This is an optimization exercise on Yosys and OpenROAD, whose aim is small area, a short achievable clock period and few clock cycles, not a production implementation.
The RTL of this run was laid out without a check of its function.

<file path="flow/run.sh">
#!/bin/bash
# synth_recipe.tcl (not shown) runs the flow's synth.tcl, then flattens the netlist and writes it again
# the make line also repeats each setting of config.mk as NAME=value (left out here)
make -C /OpenROAD-flow-scripts/flow DESIGN_CONFIG=/design/flow/config.mk WORK_HOME=/design/flow/orfs CLKGATE_MAP_FILE= SYNTH_SCRIPT=/design/flow/synth_recipe.tcl finish
</file>
<file path="flow/config.mk">
export PLATFORM = sky130hd
export DESIGN_NAME = geofence
export DESIGN_NICKNAME = geofence
export VERILOG_FILES = /design/flow/design.v
export SDC_FILE = /design/flow/constraint.sdc
export NUM_CORES = 4
export LEC_CHECK = 0
export ABC_CLOCK_PERIOD_IN_PS = 6000
export CAP_MARGIN = 20
export CORE_MARGIN = 2
export CORE_UTILIZATION = 60
export SETUP_SLACK_MARGIN = 5
export SLEW_MARGIN = 20
</file>
<file path="flow/constraint.sdc">
create_clock -name core_clock -period 12.0 [get_ports {clk}]
set_input_delay 2.4000 -clock core_clock [delete_from_list [all_inputs] [get_ports {clk}]]
set_output_delay 2.4000 -clock core_clock [all_outputs]
set_load 0.01 [all_outputs]
</file>
<file path="flow/design.v">
module geofence (clk, reset, X, Y, valid, is_inside);
    input clk;
    input reset;
    input [9:0] X;
    input [9:0] Y;
    output valid;
    output is_inside;
    reg [3:0] phase;
    reg [9:0] tx, ty;
    reg       vsx, vsy, lsx, lsy, rsx, rsy;
    reg [9:0] vmx, vmy, lmx, lmy, rmx, rmy;
    reg [11:0] vmx3, vmy3;   
    reg       inside_acc;
    reg       _valid, _inside;
    assign valid = _valid;
    assign is_inside = _inside;
    wire [10:0] ex = {1'b0, X} + {1'b0, ~tx};
    wire [10:0] ey = {1'b0, Y} + {1'b0, ~ty};
    wire        dsx = ~ex[10];
    wire        dsy = ~ey[10];
    wire [9:0]  dmx = dsx ? ~ex[9:0] : ex[9:0] + 10'd1;
    wire [9:0]  dmy = dsy ? ~ey[9:0] : ey[9:0] + 10'd1;
    wire ge_l, ge_r;   
    geofence_cmp cmp_l (.lx(lmx), .ly(lmy), .vx(vmx), .vy(vmy), .vx3(vmx3), .vy3(vmy3), .msb(ge_l));
    geofence_cmp cmp_r (.lx(rmx), .ly(rmy), .vx(vmx), .vy(vmy), .vx3(vmx3), .vy3(vmy3), .msb(ge_r));
    wire s1l = lsx ^ vsy, s2l = vsx ^ lsy;
    wire s1r = rsx ^ vsy, s2r = vsx ^ rsy;
    wire nl = (s1l == s2l) ? ~(s1l ^ ge_l) : s1l;
    wire nr = (s1r == s2r) ? ~(s1r ^ ge_r) : s1r;
    wire wrap = nl & ~nr;
    always @(posedge clk or posedge reset) begin
        if (reset) begin
            phase <= 4'd0;
            _valid <= 1'b0;
            _inside <= 1'b0;
        end else begin
            phase <= (phase == 4'd8) ? 4'd0 : phase + 4'd1;
            _valid <= (phase == 4'd7);
            if (phase == 4'd7) _inside <= inside_acc | wrap;
        end
    end
    always @(posedge clk) begin
        if (phase == 4'd0) begin
            tx <= X;
            ty <= Y;
        end
        vsx <= dsx; vsy <= dsy; vmx <= dmx; vmy <= dmy;
        vmx3 <= {2'b00, dmx} + {1'b0, dmx, 1'b0};
        vmy3 <= {2'b00, dmy} + {1'b0, dmy, 1'b0};
        if (phase == 4'd2) begin
            lsx <= vsx; lsy <= vsy; lmx <= vmx; lmy <= vmy;
            rsx <= vsx; rsy <= vsy; rmx <= vmx; rmy <= vmy;
            inside_acc <= 1'b0;
        end else if (phase >= 4'd3 && phase <= 4'd7) begin
            if (nl & nr) begin
                lsx <= vsx; lsy <= vsy; lmx <= vmx; lmy <= vmy;
            end
            if (~nl & ~nr) begin
                rsx <= vsx; rsy <= vsy; rmx <= vmx; rmy <= vmy;
            end
            if (wrap) inside_acc <= 1'b1;
        end
    end
endmodule
module geofence_cmp(input [9:0] lx, ly, vx, vy, input [11:0] vx3, vy3, output msb);
  wire t1 = lx[0] & ~lx[1];
  wire t2 = ~lx[0] & lx[1];
  wire t3 = lx[0] & lx[1];
  wire t4 = (t1 & vy[0]) | (t3 & vy3[0]);
  wire t5 = (t1 & vy[1]) | (t2 & vy[0]) | (t3 & vy3[1]);
  wire t6 = (t1 & vy[2]) | (t2 & vy[1]) | (t3 & vy3[2]);
  wire t7 = (t1 & vy[3]) | (t2 & vy[2]) | (t3 & vy3[3]);
  wire t8 = (t1 & vy[4]) | (t2 & vy[3]) | (t3 & vy3[4]);
  wire t9 = (t1 & vy[5]) | (t2 & vy[4]) | (t3 & vy3[5]);
  wire t10 = (t1 & vy[6]) | (t2 & vy[5]) | (t3 & vy3[6]);
  wire t11 = (t1 & vy[7]) | (t2 & vy[6]) | (t3 & vy3[7]);
  wire t12 = (t1 & vy[8]) | (t2 & vy[7]) | (t3 & vy3[8]);
  wire t13 = (t1 & vy[9]) | (t2 & vy[8]) | (t3 & vy3[9]);
  wire t14 = (t2 & vy[9]) | (t3 & vy3[10]);
  wire t15 = (t3 & vy3[11]);
  wire t16 = lx[2] & ~lx[3];
  wire t17 = ~lx[2] & lx[3];
  wire t18 = lx[2] & lx[3];
  wire t19 = (t16 & vy[0]) | (t18 & vy3[0]);
  wire t20 = (t16 & vy[1]) | (t17 & vy[0]) | (t18 & vy3[1]);
  wire t21 = (t16 & vy[2]) | (t17 & vy[1]) | (t18 & vy3[2]);
  wire t22 = (t16 & vy[3]) | (t17 & vy[2]) | (t18 & vy3[3]);
  wire t23 = (t16 & vy[4]) | (t17 & vy[3]) | (t18 & vy3[4]);
  wire t24 = (t16 & vy[5]) | (t17 & vy[4]) | (t18 & vy3[5]);
  wire t25 = (t16 & vy[6]) | (t17 & vy[5]) | (t18 & vy3[6]);
  wire t26 = (t16 & vy[7]) | (t17 & vy[6]) | (t18 & vy3[7]);
  wire t27 = (t16 & vy[8]) | (t17 & vy[7]) | (t18 & vy3[8]);
  wire t28 = (t16 & vy[9]) | (t17 & vy[8]) | (t18 & vy3[9]);
  wire t29 = (t17 & vy[9]) | (t18 & vy3[10]);
  wire t30 = (t18 & vy3[11]);
  wire t31 = lx[4] & ~lx[5];
  wire t32 = ~lx[4] & lx[5];
  wire t33 = lx[4] & lx[5];
  wire t34 = (t31 & vy[0]) | (t33 & vy3[0]);
  wire t35 = (t31 & vy[1]) | (t32 & vy[0]) | (t33 & vy3[1]);
  wire t36 = (t31 & vy[2]) | (t32 & vy[1]) | (t33 & vy3[2]);
  wire t37 = (t31 & vy[3]) | (t32 & vy[2]) | (t33 & vy3[3]);
  wire t38 = (t31 & vy[4]) | (t32 & vy[3]) | (t33 & vy3[4]);
  wire t39 = (t31 & vy[5]) | (t32 & vy[4]) | (t33 & vy3[5]);
  wire t40 = (t31 & vy[6]) | (t32 & vy[5]) | (t33 & vy3[6]);
  wire t41 = (t31 & vy[7]) | (t32 & vy[6]) | (t33 & vy3[7]);
  wire t42 = (t31 & vy[8]) | (t32 & vy[7]) | (t33 & vy3[8]);
  wire t43 = (t31 & vy[9]) | (t32 & vy[8]) | (t33 & vy3[9]);
  wire t44 = (t32 & vy[9]) | (t33 & vy3[10]);
  wire t45 = (t33 & vy3[11]);
  wire t46 = lx[6] & ~lx[7];
  wire t47 = ~lx[6] & lx[7];
  wire t48 = lx[6] & lx[7];
  wire t49 = (t46 & vy[0]) | (t48 & vy3[0]);
  wire t50 = (t46 & vy[1]) | (t47 & vy[0]) | (t48 & vy3[1]);
  wire t51 = (t46 & vy[2]) | (t47 & vy[1]) | (t48 & vy3[2]);
  wire t52 = (t46 & vy[3]) | (t47 & vy[2]) | (t48 & vy3[3]);
  wire t53 = (t46 & vy[4]) | (t47 & vy[3]) | (t48 & vy3[4]);
  wire t54 = (t46 & vy[5]) | (t47 & vy[4]) | (t48 & vy3[5]);
  wire t55 = (t46 & vy[6]) | (t47 & vy[5]) | (t48 & vy3[6]);
  wire t56 = (t46 & vy[7]) | (t47 & vy[6]) | (t48 & vy3[7]);
  wire t57 = (t46 & vy[8]) | (t47 & vy[7]) | (t48 & vy3[8]);
  wire t58 = (t46 & vy[9]) | (t47 & vy[8]) | (t48 & vy3[9]);
  wire t59 = (t47 & vy[9]) | (t48 & vy3[10]);
  wire t60 = (t48 & vy3[11]);
  wire t61 = lx[8] & ~lx[9];
  wire t62 = ~lx[8] & lx[9];
  wire t63 = lx[8] & lx[9];
  wire t64 = (t61 & vy[0]) | (t63 & vy3[0]);
  wire t65 = (t61 & vy[1]) | (t62 & vy[0]) | (t63 & vy3[1]);
  wire t66 = (t61 & vy[2]) | (t62 & vy[1]) | (t63 & vy3[2]);
  wire t67 = (t61 & vy[3]) | (t62 & vy[2]) | (t63 & vy3[3]);
  wire t68 = (t61 & vy[4]) | (t62 & vy[3]) | (t63 & vy3[4]);
  wire t69 = (t61 & vy[5]) | (t62 & vy[4]) | (t63 & vy3[5]);
  wire t70 = (t61 & vy[6]) | (t62 & vy[5]) | (t63 & vy3[6]);
  wire t71 = (t61 & vy[7]) | (t62 & vy[6]) | (t63 & vy3[7]);
  wire t72 = (t61 & vy[8]) | (t62 & vy[7]) | (t63 & vy3[8]);
  wire t73 = (t61 & vy[9]) | (t62 & vy[8]) | (t63 & vy3[9]);
  wire t74 = (t62 & vy[9]) | (t63 & vy3[10]);
  wire t75 = (t63 & vy3[11]);
  wire t76 = ly[0] & ~ly[1];
  wire t77 = ~ly[0] & ly[1];
  wire t78 = ly[0] & ly[1];
  wire t79 = ~((t76 & vx[0]) | (t78 & vx3[0]));
  wire t80 = ~((t76 & vx[1]) | (t77 & vx[0]) | (t78 & vx3[1]));
  wire t81 = ~((t76 & vx[2]) | (t77 & vx[1]) | (t78 & vx3[2]));
  wire t82 = ~((t76 & vx[3]) | (t77 & vx[2]) | (t78 & vx3[3]));
  wire t83 = ~((t76 & vx[4]) | (t77 & vx[3]) | (t78 & vx3[4]));
  wire t84 = ~((t76 & vx[5]) | (t77 & vx[4]) | (t78 & vx3[5]));
  wire t85 = ~((t76 & vx[6]) | (t77 & vx[5]) | (t78 & vx3[6]));
  wire t86 = ~((t76 & vx[7]) | (t77 & vx[6]) | (t78 & vx3[7]));
  wire t87 = ~((t76 & vx[8]) | (t77 & vx[7]) | (t78 & vx3[8]));
  wire t88 = ~((t76 & vx[9]) | (t77 & vx[8]) | (t78 & vx3[9]));
  wire t89 = ~((t77 & vx[9]) | (t78 & vx3[10]));
  wire t90 = ~((t78 & vx3[11]));
  wire t91 = ly[2] & ~ly[3];
  wire t92 = ~ly[2] & ly[3];
  wire t93 = ly[2] & ly[3];
  wire t94 = ~((t91 & vx[0]) | (t93 & vx3[0]));
  wire t95 = ~((t91 & vx[1]) | (t92 & vx[0]) | (t93 & vx3[1]));
  wire t96 = ~((t91 & vx[2]) | (t92 & vx[1]) | (t93 & vx3[2]));
  wire t97 = ~((t91 & vx[3]) | (t92 & vx[2]) | (t93 & vx3[3]));
  wire t98 = ~((t91 & vx[4]) | (t92 & vx[3]) | (t93 & vx3[4]));
  wire t99 = ~((t91 & vx[5]) | (t92 & vx[4]) | (t93 & vx3[5]));
  wire t100 = ~((t91 & vx[6]) | (t92 & vx[5]) | (t93 & vx3[6]));
  wire t101 = ~((t91 & vx[7]) | (t92 & vx[6]) | (t93 & vx3[7]));
  wire t102 = ~((t91 & vx[8]) | (t92 & vx[7]) | (t93 & vx3[8]));
  wire t103 = ~((t91 & vx[9]) | (t92 & vx[8]) | (t93 & vx3[9]));
  wire t104 = ~((t92 & vx[9]) | (t93 & vx3[10]));
  wire t105 = ~((t93 & vx3[11]));
  wire t106 = ly[4] & ~ly[5];
  wire t107 = ~ly[4] & ly[5];
  wire t108 = ly[4] & ly[5];
  wire t109 = ~((t106 & vx[0]) | (t108 & vx3[0]));
  wire t110 = ~((t106 & vx[1]) | (t107 & vx[0]) | (t108 & vx3[1]));
  wire t111 = ~((t106 & vx[2]) | (t107 & vx[1]) | (t108 & vx3[2]));
  wire t112 = ~((t106 & vx[3]) | (t107 & vx[2]) | (t108 & vx3[3]));
  wire t113 = ~((t106 & vx[4]) | (t107 & vx[3]) | (t108 & vx3[4]));
  wire t114 = ~((t106 & vx[5]) | (t107 & vx[4]) | (t108 & vx3[5]));
  wire t115 = ~((t106 & vx[6]) | (t107 & vx[5]) | (t108 & vx3[6]));
  wire t116 = ~((t106 & vx[7]) | (t107 & vx[6]) | (t108 & vx3[7]));
  wire t117 = ~((t106 & vx[8]) | (t107 & vx[7]) | (t108 & vx3[8]));
  wire t118 = ~((t106 & vx[9]) | (t107 & vx[8]) | (t108 & vx3[9]));
  wire t119 = ~((t107 & vx[9]) | (t108 & vx3[10]));
  wire t120 = ~((t108 & vx3[11]));
  wire t121 = ly[6] & ~ly[7];
  wire t122 = ~ly[6] & ly[7];
  wire t123 = ly[6] & ly[7];
  wire t124 = ~((t121 & vx[0]) | (t123 & vx3[0]));
  wire t125 = ~((t121 & vx[1]) | (t122 & vx[0]) | (t123 & vx3[1]));
  wire t126 = ~((t121 & vx[2]) | (t122 & vx[1]) | (t123 & vx3[2]));
  wire t127 = ~((t121 & vx[3]) | (t122 & vx[2]) | (t123 & vx3[3]));
  wire t128 = ~((t121 & vx[4]) | (t122 & vx[3]) | (t123 & vx3[4]));
  wire t129 = ~((t121 & vx[5]) | (t122 & vx[4]) | (t123 & vx3[5]));
  wire t130 = ~((t121 & vx[6]) | (t122 & vx[5]) | (t123 & vx3[6]));
  wire t131 = ~((t121 & vx[7]) | (t122 & vx[6]) | (t123 & vx3[7]));
  wire t132 = ~((t121 & vx[8]) | (t122 & vx[7]) | (t123 & vx3[8]));
  wire t133 = ~((t121 & vx[9]) | (t122 & vx[8]) | (t123 & vx3[9]));
  wire t134 = ~((t122 & vx[9]) | (t123 & vx3[10]));
  wire t135 = ~((t123 & vx3[11]));
  wire t136 = ly[8] & ~ly[9];
  wire t137 = ~ly[8] & ly[9];
  wire t138 = ly[8] & ly[9];
  wire t139 = ~((t136 & vx[0]) | (t138 & vx3[0]));
  wire t140 = ~((t136 & vx[1]) | (t137 & vx[0]) | (t138 & vx3[1]));
  wire t141 = ~((t136 & vx[2]) | (t137 & vx[1]) | (t138 & vx3[2]));
  wire t142 = ~((t136 & vx[3]) | (t137 & vx[2]) | (t138 & vx3[3]));
  wire t143 = ~((t136 & vx[4]) | (t137 & vx[3]) | (t138 & vx3[4]));
  wire t144 = ~((t136 & vx[5]) | (t137 & vx[4]) | (t138 & vx3[5]));
  wire t145 = ~((t136 & vx[6]) | (t137 & vx[5]) | (t138 & vx3[6]));
  wire t146 = ~((t136 & vx[7]) | (t137 & vx[6]) | (t138 & vx3[7]));
  wire t147 = ~((t136 & vx[8]) | (t137 & vx[7]) | (t138 & vx3[8]));
  wire t148 = ~((t136 & vx[9]) | (t137 & vx[8]) | (t138 & vx3[9]));
  wire t149 = ~((t137 & vx[9]) | (t138 & vx3[10]));
  wire t150 = ~((t138 & vx3[11]));
  wire t151, t152;
  assign {t152, t151} = t12 + t25 + t38;
  wire t153, t154;
  assign {t154, t153} = t13 + t26 + t39;
  wire t155, t156;
  assign {t156, t155} = t14 + t27 + t40;
  wire t157, t158;
  assign {t158, t157} = t15 + t28 + t41;
  wire t159 = t29 ^ t42;
  wire t160 = t29 & t42;
  wire t161 = t30 ^ t43;
  wire t162 = t30 & t43;
  wire t163 = t8 ^ t21;
  wire t164 = t8 & t21;
  wire t165 = t9 ^ t22;
  wire t166 = t9 & t22;
  wire t167, t168;
  assign {t168, t167} = t10 + t23 + t36;
  wire t169, t170;
  assign {t170, t169} = t49 + t85 + t98;
  wire t171, t172;
  assign {t172, t171} = t11 + t24 + t37;
  wire t173, t174;
  assign {t174, t173} = t50 + t86 + t99;
  wire t175, t176;
  assign {t176, t175} = t51 + t64 + t87;
  wire t177, t178;
  assign {t178, t177} = t100 + t113 + t126;
  wire t179 = t139 ^ 1'b1;
  wire t180 = t139 & 1'b1;
  wire t181, t182;
  assign {t182, t181} = t52 + t65 + t88;
  wire t183, t184;
  assign {t184, t183} = t101 + t114 + t127;
  wire t185, t186;
  assign {t186, t185} = t140 + t152 + t153;
  wire t187, t188;
  assign {t188, t187} = t53 + t66 + t89;
  wire t189, t190;
  assign {t190, t189} = t102 + t115 + t128;
  wire t191, t192;
  assign {t192, t191} = t141 + t154 + t155;
  wire t193, t194;
  assign {t194, t193} = t54 + t67 + t90;
  wire t195, t196;
  assign {t196, t195} = t103 + t116 + t129;
  wire t197, t198;
  assign {t198, t197} = t142 + t156 + t157;
  wire t199, t200;
  assign {t200, t199} = t55 + t68 + t104;
  wire t201, t202;
  assign {t202, t201} = t117 + t130 + t143;
  wire t203, t204;
  assign {t204, t203} = 1'b1 + t158 + t159;
  wire t205, t206;
  assign {t206, t205} = t56 + t69 + t105;
  wire t207, t208;
  assign {t208, t207} = t118 + t131 + t144;
  wire t209, t210;
  assign {t210, t209} = 1'b1 + t160 + t161;
  wire t211, t212;
  assign {t212, t211} = t44 + t57 + t70;
  wire t213, t214;
  assign {t214, t213} = t119 + t132 + t145;
  wire t215, t216;
  assign {t216, t215} = t45 + t58 + t71;
  wire t217 = t120 ^ t133;
  wire t218 = t120 & t133;
  wire t219 = t6 ^ t19;
  wire t220 = t6 & t19;
  wire t221 = t7 ^ t20;
  wire t222 = t7 & t20;
  wire t223, t224;
  assign {t224, t223} = t34 + t83 + t96;
  wire t225 = t109 ^ 1'b1;
  wire t226 = t109 & 1'b1;
  wire t227, t228;
  assign {t228, t227} = t35 + t84 + t97;
  wire t229, t230;
  assign {t230, t229} = t110 + t164 + t165;
  wire t231, t232;
  assign {t232, t231} = t111 + t124 + 1'b1;
  wire t233, t234;
  assign {t234, t233} = t166 + t167 + t169;
  wire t235, t236;
  assign {t236, t235} = t112 + t125 + t168;
  wire t237, t238;
  assign {t238, t237} = t170 + t171 + t173;
  wire t239, t240;
  assign {t240, t239} = t151 + t172 + t174;
  wire t241, t242;
  assign {t242, t241} = t175 + t177 + t179;
  wire t243, t244;
  assign {t244, t243} = t176 + t178 + t180;
  wire t245, t246;
  assign {t246, t245} = t181 + t183 + t185;
  wire t247, t248;
  assign {t248, t247} = t182 + t184 + t186;
  wire t249, t250;
  assign {t250, t249} = t187 + t189 + t191;
  wire t251, t252;
  assign {t252, t251} = t188 + t190 + t192;
  wire t253, t254;
  assign {t254, t253} = t193 + t195 + t197;
  wire t255, t256;
  assign {t256, t255} = t194 + t196 + t198;
  wire t257, t258;
  assign {t258, t257} = t199 + t201 + t203;
  wire t259, t260;
  assign {t260, t259} = t200 + t202 + t204;
  wire t261, t262;
  assign {t262, t261} = t205 + t207 + t209;
  wire t263, t264;
  assign {t264, t263} = t162 + t206 + t208;
  wire t265, t266;
  assign {t266, t265} = t210 + t211 + t213;
  wire t267, t268;
  assign {t268, t267} = t146 + 1'b1 + t212;
  wire t269, t270;
  assign {t270, t269} = t214 + t215 + t217;
  wire t271, t272;
  assign {t272, t271} = t59 + t72 + t134;
  wire t273, t274;
  assign {t274, t273} = t147 + t216 + t218;
  wire t275, t276;
  assign {t276, t275} = t60 + t73 + t135;
  wire t277 = t148 ^ 1'b1;
  wire t278 = t148 & 1'b1;
  wire t279 = t81 ^ t94;
  wire t280 = t81 & t94;
  wire t281, t282;
  assign {t282, t281} = t82 + t95 + t220;
  wire t283, t284;
  assign {t284, t283} = t163 + t222 + t223;
  wire t285, t286;
  assign {t286, t285} = t224 + t226 + t227;
  wire t287, t288;
  assign {t288, t287} = t228 + t230 + t231;
  wire t289, t290;
  assign {t290, t289} = t232 + t234 + t235;
  wire t291, t292;
  assign {t292, t291} = t236 + t238 + t239;
  wire t293, t294;
  assign {t294, t293} = t240 + t242 + t243;
  wire t295, t296;
  assign {t296, t295} = t244 + t246 + t247;
  wire t297, t298;
  assign {t298, t297} = t248 + t250 + t251;
  wire t299, t300;
  assign {t300, t299} = t252 + t254 + t255;
  wire t301, t302;
  assign {t302, t301} = t256 + t258 + t259;
  wire t303, t304;
  assign {t304, t303} = t260 + t262 + t263;
  wire t305, t306;
  assign {t306, t305} = t264 + t266 + t267;
  wire t307, t308;
  assign {t308, t307} = t268 + t270 + t271;
  wire t309, t310;
  assign {t310, t309} = t272 + t274 + t275;
  wire t311, t312;
  assign {t312, t311} = t74 + t149 + t276;
  wire t313 = t75 ^ t150;
  wire t314 = t75 & t150;
  wire t315 = t4 ^ t79;
  wire t316 = t4 & t79;
  wire t317 = t5 ^ t80;
  wire t318 = t5 & t80;
  wire t319, t320;
  assign {t320, t319} = 1'b1 + t219 + t279;
  wire t321, t322;
  assign {t322, t321} = t221 + t280 + t281;
  wire t323, t324;
  assign {t324, t323} = t225 + t282 + t283;
  wire t325, t326;
  assign {t326, t325} = t229 + t284 + t285;
  wire t327, t328;
  assign {t328, t327} = t233 + t286 + t287;
  wire t329, t330;
  assign {t330, t329} = t237 + t288 + t289;
  wire t331, t332;
  assign {t332, t331} = t241 + t290 + t291;
  wire t333, t334;
  assign {t334, t333} = t245 + t292 + t293;
  wire t335, t336;
  assign {t336, t335} = t249 + t294 + t295;
  wire t337, t338;
  assign {t338, t337} = t253 + t296 + t297;
  wire t339, t340;
  assign {t340, t339} = t257 + t298 + t299;
  wire t341, t342;
  assign {t342, t341} = t261 + t300 + t301;
  wire t343, t344;
  assign {t344, t343} = t265 + t302 + t303;
  wire t345, t346;
  assign {t346, t345} = t269 + t304 + t305;
  wire t347, t348;
  assign {t348, t347} = t273 + t306 + t307;
  wire t349, t350;
  assign {t350, t349} = t277 + t308 + t309;
  wire t351, t352;
  assign {t352, t351} = t278 + t310 + t311;
  wire t353, t354;
  assign {t354, t353} = 1'b1 + t312 + t313;
  wire t355 = 1'b1 ^ t314;
  wire t356 = 1'b1 & t314;
  wire [20:0] r0 = {t354, t352, t350, t348, t346, t344, t342, t340, t338, t336, t334, t332, t330, t328, t326, t324, t322, t320, t318, t316, 1'b1};
  wire [20:0] r1 = {t355, t353, t351, t349, t347, t345, t343, t341, t339, t337, t335, t333, t331, t329, t327, t325, t323, t321, t319, t317, t315};
  wire [20:0] s = r0 + r1;
  assign msb = s[20];
endmodule
</file>
==> flow_summary.json <==
{
  "critPathTopFamily": "adder cells",
  "post-route-period-util_pct": 55.9,
  "yosys.area.top_type": "fa_1",
  "synth_edf_count": 64,
  "placed_area_sq_um": 15400,
  "multi_input_area_sq_um": 10800,
  "synthDistinctLibCells": 60,
  "cp_cell_sequence": "mux2_2 > a22o_1 > fa_1 > inv_1 > fa_1 > fa_1 > fa_1 > inv_1 > fa_1 > ha_1 > nand2_1 > nor4_1 > a22oi_1 > o211ai_1 > xnor2_1 > mux2i_1 > nand2b_1 > o22ai_4",
  "hp-start": "phase[0]",
  "place_inst": 1717,
  "register_area_sq_um": 2970,
  "critPathCaptureType": "flip-flop",
  "clk_pin_slew_ns": 0.05,
  "required_ns": 12.04,
  "yosys-top-cells-count": "inv_1, mux2_2, fa_1",
  "die_width_um": 162,
  "cp_common_cell": "fa_1",
  "cp.arrival_ns": 6.76,
  "ys_dominant_reg_cell": "edfxtp_1",
  "grt_max_degree": 23,
  "finalInstanceArea_sq_um": 16000,
  "status": "no timing/DRC/antenna violations",
  "tritoncts": "built",
  "io_buffers": 23,
  "final_core_utilization_pct": 65.8,
  "drt_iter0_markers": 831,
  "start_util_pct": 61.3,
  "critPathBufInv": 2,
  "syn_nets": 1761,
  "drt.antenna.violating_nets": 0,
  "die_y_um": 162,
  "finalNetCount": 1725,
  "drive_gt1_share_pct": 19.0,
  "hold_viol_final": 0,
  "pre_cts_ws_ns": 4.93,
  "drt-vias-per-instance": 6.28,
  "max_freq_mhz": 149,
  "yosys_warnings": 1,
  "min_path_type": "flip-flop to flip-flop",
  "row_count": 57,
  "ff2ff_setup_slack_ns": 5.29,
  "place_congestion": 0.869,
  "fillers": 2046,
  "routedWlPerCell_um": 22.4,
  "synth_top_area_share_pct": 22.5,
  "synth.avg_cell_area_sq_um": 10.3,
  "grt_pass1_wl_um": 61900,
  "async_flop_share_pct": 5.22,
  "setup_viol": 0,
  "root_buffer": "clkbuf_16",
  "ys_ff_latch": 115,
  "slew_headroom_pct": 27.9,
  "drt_first_pass_iters": 6,
  "cts_buffer_depth": 2,
  "slowest_stage": "edfxtp_1",
  "stdcell_count": 1753,
  "period_needed_ns": 6.71,
  "rr_worst_depth": 18,
  "dp_hpwl_um": 28500,
  "crit_path_max_fanout": 13,
  "slowest_delay_ns": 0.73,
  "ys_seq_area_share_pct": 19.9,
  "yosysMostFrequentCell": "inv_1",
  "grt.overflow.total": 0,
  "skew_ns": 0.0162,
  "antenna_cells": 0,
  "critPathKind": "flip-flop to flip-flop",
  "core_sq_um": 24400,
  "rsz0062_at_grt": "false",
  "die-area_sq_um": 26200,
  "worstHoldEndpoint": "phase[0]",
  "hold_path_depth": 1,
  "grt_usage_pct": 30.8,
  "ctsHoldBuffers": 0,
  "tns_ns": 0,
  "cts_buffers": 17,
  "clkLatencyLatePin_ns": 0.41,
  "r2r_end": "rsx",
  "synth_area_sq_um": 14900,
  "areaGrowthSynthToFinish_pct": 7.36,
  "tightestPinTransition_ns": 1.08,
  "wl_um": 39200,
  "rr_startpoint": "rmx[4]",
  "htree_levels": 4,
  "first_global_vias": 11345,
  "drc": 0,
  "maxCapViolations": 0,
  "antenna_found_initial": 0,
  "syn_inst": 1452,
  "slew_violations": 0,
  "vias": 11003,
  "ioPinCount": 24,
  "worst_slack_ns": 5.29,
  "numClockSinks": 115,
  "synth_area_leaders": "fa_1, mux2_2, edfxtp_1, ha_1, dfxtp_1",
  "cp-start-kind": "flip-flop"
}
-- routing by layer --
| metal | track usage [%] | part of all wire, % |
|---|---|---|
| met1 | 39.1 | 40 |
| met3 | 5.80 | 7.4 |
| met4 | 10.7 | 3.4 |
| met5 | 0 | 0 |
| met2 | 53.0 | 49 |
-- cells in the final DEF (no fill, tap or decap), drive strengths merged, types with 36 or more instances in the layout --
| cell type | count |
|---|---|
| inv | 223 |
| mux2 | 190 |
| fa | 168 |
| ha | 119 |
| a22oi | 102 |
| a22o | 80 |
| edfxtp | 64 |
| dfxtp | 45 |
| nand2 | 42 |
| nor2 | 37 |
| xnor2 | 36 |
| nor2b | 36 |
-- worst max path at each step --
stage,slack [ns],depth (start not counted),end,start
3_3_place_gp,5.00,17,rmx[2],rmx[4]
4_1_cts,5.05,17,lmx[8],lmx[4]
3_5_place_dp,4.93,17,rmx[2],rmx[4]
5_1_grt,4.98,18,rmx[1],rmx[4]
2_1_floorplan,5.29,19,rmx[0],rmx[4]
6_report,5.29,18,rsx,rmx[4]
-- repair_timing --
item,CTS,global route
cloned,0,1
resized for setup,1,7
setup buffers,0,3
hold endpoints to repair,0,0
endpoints found under the setup margin,22,44
pin swaps,0,1
-- stage by stage --
stage,hold WS (ns)
floorplan,0.442
global placement,0.471
detailed placement,0.478
CTS,0.490
global route,0.538
finish,0.488
-- layout make-up --
cell class	instances	share of cell area (%)
clock buffer	22	3.30
clock inverter	10	0.491
inverter	218	5.10
multi-input combinational	1017	67.5
sequential	115	18.5
tap	324	2.53
timing repair buffer	47	2.56
-- state kept, by name, summed over array words and instances, names as in the netlist, 4 cells and up --
signal  flops
rmy        10
phase       4
vmx3       12
ty         10
tx         10
lmx        10
vmy         9
vmy3       12
rmx        10
lmy        10
vmx         9
-- kinds of logic (layout without fill, tap and decap cells) --
logic type               Yosys count  in the layout  synth area share, %
XOR/XNOR                          50             50                 3.08
flip-flops                       115            115                 19.9
buffers and inverters            321            297                 8.06
adder cells (fa/ha/maj)          287            287                 32.5
AO/OA/AOI/OAI                    292            293                 14.8
multiplexers                     204            204                 15.3
AND/OR/NAND/NOR                  183            183                 6.49

==> separate check: timing with driven ports <==
The flow's constraints put no driver on any port. The routed layout listed below was extracted and timed again, unchanged, in two steps.
Step 1 (the two cells are an assumption about what drives the block):
set clk [get_ports {clk}]
set_driving_cell -lib_cell sky130_fd_sc_hd__clkbuf_16 $clk
set_driving_cell -lib_cell sky130_fd_sc_hd__buf_2 [delete_from_list [all_inputs] $clk]
Step 2 moves the port delays by t, midway between the first and last clock arrival at a register: inputs arrive t later, outputs are due t later. That takes back most of the time a late clock gives input paths.
a / b / c = no drivers / after step 1 / after step 2; a / b = the first two.
t (ns): 0.453
setup WS [ns]: 5.288 / 5.288 / 5.159
slew at the worst register clock pin (ns): 0.06 / 0.06
cell pins on the clock port's net: 1
After both steps setup and hold are still met in this run. The setup slack of this run moves by 0.000 ns with the drivers and by -0.129 ns with both steps.
